From an optimization exercise on the open Yosys and OpenROAD flow, aimed at small area and a short achievable clock period; shortcuts taken in it are not production practice.
Only simulation tests tie the RTL to the original design; equivalence was not proved.
Power is estimated from default activity; no workload was simulated.

// hashed_global_branch_predictor
module hashed_global_branch_predictor #(
    parameter GHR_WIDTH = 8,
    parameter HASH_KEY  = 8'b10111010   
)(
    input  wire              clk,
    input  wire              rst,
    input  wire              predict_request,
    output wire              predicted_taken,
    input  wire              update_enable,
    input  wire              actual_taken
);
    localparam N = 1 << GHR_WIDTH;
    reg  [GHR_WIDTH-1:0] ghr;
    reg  [N-1:0]         pn;       
    reg  [N-1:0]         h;        
    reg                  pred_q;   
    wire [GHR_WIDTH-1:0] index = ghr ^ HASH_KEY;
    assign predicted_taken = predict_request & pred_q;
    wire new_h = ~(pred_q ^ actual_taken);
    wire [15:0] row = rst ? 16'hffff : (16'd1 << index[7:4]);
    wire [15:0] col = rst ? 16'hffff :
                      update_enable ? (16'd1 << index[3:0]) : 16'd0;
    wire wr_pn = ~actual_taken & ~rst;
    wire wr_h  = new_h & ~rst;
    genvar i;
    generate
        for (i = 0; i < N; i = i + 1) begin : g_entry
            wire sel  = row[i >> 4] & col[i & 15];
            wire selp = sel & (~h[i] | rst);
            always @(posedge clk) begin
                if (rst) begin
                    pn[i] <= 1'b0;
                    h[i]  <= 1'b0;
                end else begin
                    if (selp) pn[i] <= wr_pn;
                    if (sel)  h[i]  <= wr_h;
                end
            end
        end
    endgenerate
    wire [GHR_WIDTH-2:0] pair = ghr[GHR_WIDTH-2:0] ^ HASH_KEY[GHR_WIDTH-1:1];
    wire [N/2-1:0] pn_even, pn_odd;
    generate
        for (i = 0; i < N/2; i = i + 1) begin : g_pair
            assign pn_even[i] = pn[2*i];
            assign pn_odd[i]  = pn[2*i+1];
        end
    endgenerate
    wire rd_even = ~pn_even[pair];
    wire rd_odd  = ~pn_odd[pair];
    wire rd_p    = (actual_taken ^ HASH_KEY[0]) ? rd_odd : rd_even;
    wire same = (ghr[GHR_WIDTH-2:0] == ghr[GHR_WIDTH-1:1]) &&
                (actual_taken == ghr[0]);
    wire h_same = ghr[0] ? h[~HASH_KEY] : h[HASH_KEY];
    wire new_p  = h_same ? pred_q : actual_taken;
    always @(posedge clk or posedge rst) begin
        if (rst) begin
            ghr    <= 0;
            pred_q <= 1'b1;
        end else if (update_enable) begin
  ...
Size in the first run: about 2500 cells after synthesis, ~6 I/O pins, roughly 0.021 sq mm of cells after synthesis.
Settings: LEC_CHECK=0, CAP_MARGIN=20, CORE_MARGIN=2, CORE_UTILIZATION=50, CTS_CLUSTER_DIAMETER=100, CTS_CLUSTER_SIZE=25, PLACE_DENSITY=0.65, SETUP_SLACK_MARGIN=3.38, SLEW_MARGIN=20, TNS_END_PERCENT=100; clock period 6.0 ns.
run.sh (not shown) runs the stock make flow with config.mk's settings and CLKGATE_MAP_FILE= SYNTH_SCRIPT=/design/flow/synth_recipe.tcl, a recipe that flattens the netlist after the stock synthesis.
The baseline passed the timing, design-rule and antenna checks.
Next try:
Settings changed: CORE_UTILIZATION 50 to 40, PLACE_DENSITY 0.65 to not set.
Result: Die area went up by 24%; routed wire length goes up by about 4.7%; worst hold slack stays flat; sequential power hardly moves.
Next try:
Settings changed: SETUP_SLACK_MARGIN 3.38 to 3.42.
Outcome: Via count decreases by 0.33%. Setup slack is worse by 0.0031 ns. Design area hardly moves. Global-route usage drops by 0.69 points. Wire length drops by 3.2%. Clock power hardly moves. Clock skew hardly moves.
Next try:
Settings changed: CELL_PAD_IN_SITES_DETAIL_PLACEMENT set to 0, CELL_PAD_IN_SITES_GLOBAL_PLACEMENT set to 0, PLACE_DENSITY set to 0.75, SETUP_SLACK_MARGIN 3.42 to 3.3, TNS_END_PERCENT 100 to not set.
After rerunning: Final cell count hardly moves; core utilization falls by 0.63 points; sequential power is about the same; worst setup slack loses 0.061 ns; non-clock buffer count drops by 3; cell area drops by 1.4%; via count rose by 1.3%.
Next try:
Settings changed: CELL_PAD_IN_SITES_DETAIL_PLACEMENT 0 to not set, CELL_PAD_IN_SITES_GLOBAL_PLACEMENT 0 to not set, PLACE_DENSITY 0.75 to not set.
=>
- The changed run completed without violations
- clock skew barely changes
- wire length came out higher by about 4%
- critical path depth came out lower by 4
- first-iteration DRC count came out lower by about 4.3%
- core utilization came out higher by 0.11 points

---

hashed_global_branch_predictor again, from the RTL that the note above started with.
## hashed_global_branch_predictor
module hashed_global_branch_predictor #(
    parameter GHR_WIDTH = 8,
    parameter HASH_KEY  = 8'b10111010   
)(
    input  wire              clk,
    input  wire              rst,
    input  wire              predict_request,
    output wire              predicted_taken,
    input  wire              update_enable,
    input  wire              actual_taken
);
Settings: LEC_CHECK=0, CAP_MARGIN=20, CORE_MARGIN=2, CORE_UTILIZATION=40, CTS_CLUSTER_DIAMETER=100, CTS_CLUSTER_SIZE=25, SETUP_SLACK_MARGIN=3.45, SLEW_MARGIN=20; clock period 6.0 ns.
Rerun with:
Settings changed: CORE_UTILIZATION 40 to 60, SETUP_SLACK_MARGIN 3.45 to 3.3.
Flip-flop and latch count is unchanged.
Routed wire length went down by 7.6%.
Critical path depth went up by 4.
Cell area went down by 3.0%.
Sequential power barely changes.
Synthesized cell count stays the same.
Register-to-register slack is worse by 140 ps.
Combinational power went down by about 6%.
Utilization went up by 21 points.
Die area went down by 33%.

-- separate check: timing with driven ports --
The flow's constraints put no driver on any port. The routed layouts listed below were extracted and timed again, unchanged, in two steps.
Step 1 (the two cells are an assumption about what drives the block):
set clk [get_ports {clk}]
set_driving_cell -lib_cell sky130_fd_sc_hd__clkbuf_16 $clk
set_driving_cell -lib_cell sky130_fd_sc_hd__buf_2 [delete_from_list [all_inputs] $clk]
Step 2, shift: input delay + t, output delay - t, t = (earliest + latest rising clock arrival at the registers) / 2. This alone moves slack from input paths to output paths.
Three values: no drivers, after step 1, after step 2; two values: the first two.
run	t, ns	slack for setup (ns)	worst setup path after step 2	slew at the worst register clock pin (ns)	pins driven straight from the clock port
the first run of note 1	0.631	3.279 / 3.247 / 2.847	input to register	0.11 / 0.11	1
the second run of note 1	0.638	3.282 / 3.248 / 2.699	input to register	0.11 / 0.11	1
the third run of note 1	0.638	3.279 / 3.246 / 2.834	input to register	0.11 / 0.11	1
the fourth run of note 1	0.628	3.218 / 3.173 / 2.545	input to register	0.11 / 0.11	1
the fifth run of note 1	0.635	3.280 / 3.249 / 2.620	input to register	0.11 / 0.11	1
the first run of note 2	0.645	3.264 / 3.231 / 2.769	input to register	0.11 / 0.11	1
the second run of note 2	0.623	3.254 / 3.245 / 2.622	input to register	0.11 / 0.11	1
After both steps setup and hold are still met in every run listed. The setup slack of the fourth run of note 1, which loses most, moves by -0.045 ns with the drivers and by -0.673 ns with both steps.
